Context: an optimization exercise on an open-source flow, tuned for small area, a short achievable clock period and few clock cycles. The choices shown serve that exercise and are no tape-out recipe. Function was checked by simulation only, so behaviour that the tests miss may differ from the original. Power and IR drop assume default switching activity.

==> ember: inputs <==
==> flow/design.v <==
module cpu(clk,reset,N,V,Z, mem_cmd, mem_addr, read_data, write_data);
    input clk, reset;
    input [15:0] read_data;
    output [15:0] write_data;
    output Z, V, N;
    output [8:0] mem_addr;
    output [1:0] mem_cmd;
    localparam [1:0] C_NONE = 2'b00, C_WRITE = 2'b01, C_READ = 2'b10;
    reg [127:0] R;               
    reg        halted;
    reg [1:0]  cmd;              
    reg [8:0]  maddr;            
    reg [15:0] wdata;            
    reg        isf;              
    reg [7:0]  fpc;              
    reg        fv;               
    reg        ldm_v, ldw_v;     
    reg [2:0]  ldm_rd, ldw_rd;
    reg        ldw_kill;         
    reg        fN, fV, fZ;
    assign mem_cmd = cmd;
    assign mem_addr = maddr;
    assign write_data = wdata;
    assign N = fN;
    assign V = fV;
    assign Z = fZ;
    reg [15:0] IR;
    reg        irv;
    wire [2:0] op = IR[15:13];
    wire [1:0] alu = IR[12:11];
    wire [2:0] rn = IR[10:8];
    wire [2:0] rd = IR[7:5];
    wire [1:0] sh = IR[4:3];
    wire [2:0] rm = IR[2:0];
    wire i_ldr  = ~op[2];
    wire i_str  = op[2] & ~op[1] & ~op[0];
    wire i_alu  = op[2] & ~op[1] & op[0];
    wire i_mov  = op[2] & op[1] & ~op[0];
    wire i_halt = op[2] & op[1] & op[0];
    wire i_movi = i_mov & alu[1];
    wire i_cmp  = i_alu & (alu == 2'b01);
    wire i_add  = i_alu & (alu == 2'b00);
    wire i_and  = i_alu & (alu == 2'b10);
    wire i_mvn  = i_alu & (alu == 2'b11);
    wire i_wr   = i_mov | (i_alu & (alu != 2'b01));
    wire [2:0] dst = i_movi ? rn : rd;
    wire [2:0] bidx = i_str ? rd : rm;       
    wire use_rn = i_ldr | i_str | (i_alu & (alu != 2'b11));
    wire use_rm = i_alu | (i_mov & ~alu[1]);
    wire use_rd = i_str;
    reg [15:0] A, B;
    reg        xv;
    reg [2:0]  xop;
    wire x_wr   = ~xop[2];
    wire x_cmp  = xop == 3'b100;
    wire x_ldr  = xop == 3'b101;
    wire x_str  = xop == 3'b110;
    wire x_halt = xop == 3'b111;
    reg [2:0]  x_dst;
    reg [4:0]  x_imm5;
    wire [15:0] xres;
    wire rd_x = (use_rn & (rn == x_dst)) | (use_rm & (rm == x_dst)) | (use_rd & (rd == x_dst));
    wire rd_m = (use_rn & (rn == ldm_rd)) | (use_rm & (rm == ldm_rd)) | (use_rd & (rd == ldm_rd));
    wire rd_w = (use_rn & (rn == ldw_rd)) | (use_rm & (rm == ldw_rd)) | (use_rd & (rd == ldw_rd));
    wire r_hazard = (xv & x_ldr & rd_x) | (ldm_v & rd_m) | (ldw_v & rd_w);
    wire x_fire = xv & ~halted & ~(ldw_v & x_wr);
    wire r_go = irv & ~halted & (~xv | x_fire) & ~r_hazard;
    reg [15:0] rfa, rfb;
    integer i;
    always @(*) begin
        rfa = 16'b0;
        rfb = 16'b0;
        for (i = 0; i < 8; i = i + 1) begin
            rfa = rfa | ({16{rn == i}} & R[16*i +: 16]);
            rfb = rfb | ({16{bidx == i}} & R[16*i +: 16]);
        end
    end
    wire ldw_ok = ldw_v & ~ldw_kill;
    wire fa_x = xv & x_wr & (x_dst == rn);
    wire fb_x = xv & x_wr & (x_dst == bidx);
    wire [15:0] ra = fa_x ? xres : rfa;
    wire [15:0] rb = fb_x ? xres : rfb;
    wire s_imm = i_movi;
    wire s_pas = ~i_movi & (i_str | (sh == 2'b00));
    wire s_shl = ~i_movi & ~i_str & (sh == 2'b01);
    wire s_shr = ~i_movi & ~i_str & sh[1];
    wire s_msb = ~i_movi & ~i_str & (sh == 2'b11);
    wire [15:0] imm8 = {{8{IR[7]}}, IR[7:0]};
    wire [15:0] B_n = ({16{s_imm}} & imm8) | ({16{s_pas}} & rb) |
                      ({16{s_shl}} & {rb[14:0], 1'b0}) |
                      ({16{s_shr}} & {s_msb & rb[15], rb[15:1]});
    wire [15:0] A_n = ra ^ {16{i_cmp}};    
    wire [15:0] sum = A + B;
    reg [15:0] xres_r;
    always @(*) begin
        case (xop[1:0])
            2'b00: xres_r = sum;
            2'b01: xres_r = B;
            2'b10: xres_r = A & B;
            default: xres_r = ~B;
        endcase
    end
    assign xres = xres_r;
    wire cN = ~sum[15];
    wire cZ = &sum;
    wire cV = (A[15] == B[15]) & (sum[15] != A[15]);
    wire [8:0] xaddr = A[8:0] + {{4{x_imm5[4]}}, x_imm5};
    integer j;
    wire        we = ldw_ok | (x_fire & x_wr);
    wire [2:0]  widx = ldw_v ? ldw_rd : x_dst;
    wire [15:0] wd = ldw_v ? read_data : xres;
    always @(posedge clk) begin
        for (j = 0; j < 8; j = j + 1)
            if (we && widx == j) R[16*j +: 16] <= wd;
    end
    wire accept = fv & (~irv | r_go);
    wire reject = fv & irv & ~r_go;
    wire [7:0] nf = reject ? fpc - {6'b0, isf, ~isf} : fpc;
    wire mem_go = x_fire & (x_ldr | x_str);
    wire stop = halted | (x_fire & x_halt);
    always @(posedge clk) begin
        if (accept) IR <= read_data;
        if (r_go) begin
            A <= A_n;
            B <= B_n;
            xop <= i_add ? 3'b000 : i_mov ? 3'b001 : i_and ? 3'b010 : i_mvn ? 3'b011 :
                   i_cmp ? 3'b100 : i_ldr ? 3'b101 : i_str ? 3'b110 : 3'b111;
            x_dst <= dst;
            x_imm5 <= IR[4:0];
        end
        wdata <= B;
        if (x_fire & x_cmp) begin
            fN <= cN;
            fV <= cV;
            fZ <= cZ;
        end
        ldm_rd <= x_dst;
        ldw_rd <= ldm_rd;
        ldw_kill <= x_fire & x_wr & ldm_v & (x_dst == ldm_rd);
    end
    always @(posedge clk) begin
        if (reset) begin
            irv <= 1'b0;
            xv <= 1'b0;
            halted <= 1'b0;
            cmd <= C_READ;
            maddr <= 9'd0;
            isf <= 1'b1;
            fpc <= 8'd1;
            fv <= 1'b0;
            ldm_v <= 1'b0;
            ldw_v <= 1'b0;
        end else begin
            irv <= accept | (irv & ~r_go);
            xv <= r_go | (xv & ~x_fire);
            halted <= stop;
            ldm_v <= x_fire & x_ldr;
            ldw_v <= ldm_v;
            fv <= isf & ~reject;
            if (mem_go) begin
                cmd <= x_ldr ? C_READ : C_WRITE;
                maddr <= xaddr;
                isf <= 1'b0;
                fpc <= nf;
            end else if (stop) begin
                cmd <= C_NONE;
                isf <= 1'b0;
            end else begin
                cmd <= C_READ;
                maddr <= {1'b0, nf};
                isf <= 1'b1;
                fpc <= nf + 8'd1;
            end
        end
    end
endmodule
==> flow/run.sh <==
#!/bin/bash
# synth_recipe.tcl (not shown) runs the flow's synth.tcl, then flattens the netlist and writes it again
# the make line also repeats each setting of config.mk as NAME=value (left out here)
make -C /OpenROAD-flow-scripts/flow DESIGN_CONFIG=/design/flow/config.mk WORK_HOME=/design/flow/orfs CLKGATE_MAP_FILE= SYNTH_SCRIPT=/design/flow/synth_recipe.tcl finish
==> flow/config.mk <==
export PLATFORM = sky130hd
export DESIGN_NAME = cpu
export DESIGN_NICKNAME = cpu
export VERILOG_FILES = /design/flow/design.v
export SDC_FILE = /design/flow/constraint.sdc
export NUM_CORES = 4
export LEC_CHECK = 0
export ABC_AREA = 1
export CAP_MARGIN = 20
export CORE_MARGIN = 2
export CORE_UTILIZATION = 40
export CTS_CLUSTER_DIAMETER = 100
export CTS_CLUSTER_SIZE = 24
export SETUP_SLACK_MARGIN = 4.0
export SLEW_MARGIN = 20
==> flow/constraint.sdc <==
create_clock -name core_clock -period 7.0 [get_ports {clk}]
set_input_delay 1.4000 -clock core_clock [delete_from_list [all_inputs] [get_ports {clk}]]
set_output_delay 1.4000 -clock core_clock [all_outputs]
set_load 0.01 [all_outputs]
==> yarrow: changes against ember <==
--- a/flow/design.v
+++ b/flow/design.v
@@ -28,2 +28,3 @@
     reg        irv;
+    reg [2:0]  bidx;             
     wire [2:0] op = IR[15:13];
@@ -46,3 +47,2 @@
     wire [2:0] dst = i_movi ? rn : rd;
-    wire [2:0] bidx = i_str ? rd : rm;       
     wire use_rn = i_ldr | i_str | (i_alu & (alu != 2'b11));
@@ -121,3 +121,6 @@
     always @(posedge clk) begin
-        if (accept) IR <= read_data;
+        if (accept) begin
+            IR <= read_data;
+            bidx <= (read_data[15:13] == 3'b100) ? read_data[7:5] : read_data[2:0];
+        end
         if (r_go) begin
ABC_AREA = 0   (was 1)
CORE_UTILIZATION = 55   (was 40)
PLACE_DENSITY = 0.75   (was unset)
SETUP_SLACK_MARGIN = 4.5   (was 4.0)
==> indigo: changes against ember <==
--- a/flow/design.v
+++ b/flow/design.v
@@ -28,2 +28,3 @@
     reg        irv;
+    reg [2:0]  bidx;             
     wire [2:0] op = IR[15:13];
@@ -46,3 +47,2 @@
     wire [2:0] dst = i_movi ? rn : rd;
-    wire [2:0] bidx = i_str ? rd : rm;       
     wire use_rn = i_ldr | i_str | (i_alu & (alu != 2'b11));
@@ -121,3 +121,6 @@
     always @(posedge clk) begin
-        if (accept) IR <= read_data;
+        if (accept) begin
+            IR <= read_data;
+            bidx <= (read_data[15:13] == 3'b100) ? read_data[7:5] : read_data[2:0];
+        end
         if (r_go) begin
SETUP_SLACK_MARGIN = 4.5   (was 4.0)
==> summary.txt <==
Between yarrow and indigo, the lower global-route usage is in indigo (gap 7.5 points).
Sequential power is about the same in ember and yarrow.
Count of clock-buffer cells in the layout: indigo is lower than yarrow (7).
Of ember and indigo, indigo has the higher worst setup slack (gap 410 ps).
Sequential cell count: yarrow is higher than ember (3).
Between indigo and ember, the lower core utilization is in ember (gap 5.0 points).
Testbench counts of ember, summed over its fixed seeds: cycles 17,825.
Testbench counts of yarrow, summed over its fixed seeds: cycles 17,825.
Testbench counts of indigo, summed over its fixed seeds: cycles 17,825.

## re-timing with driven ports
How much do the figures lean on ideal ports? The routed layouts below were timed once more, with nothing changed but the port constraints. Step 1: set_driving_cell puts a clkbuf_16 on clk and a buf_2 on each other input, an assumption about the parent block. Step 2 moves the port delays by t, midway between the first and last clock arrival at a register: inputs arrive t later, outputs are due t later. That takes back most of the time a late clock gives input paths. Three values: no drivers, after step 1, after step 2; two values: the first two.
run | t, ns | setup slack, ns | latest minus earliest clock arrival (ns)
ember | 0.541 | 3.998 / 3.998 / 3.873 | 0.035 / 0.034
yarrow | 0.542 | 3.879 / 3.879 / 3.879 | 0.026 / 0.026
indigo | 0.546 | 4.411 / 4.411 / 4.123 | 0.023 / 0.023
After both steps every run listed still meets setup and hold. The setup slack of indigo, which loses most, moves by 0.000 ns with the drivers and by -0.288 ns with both steps.
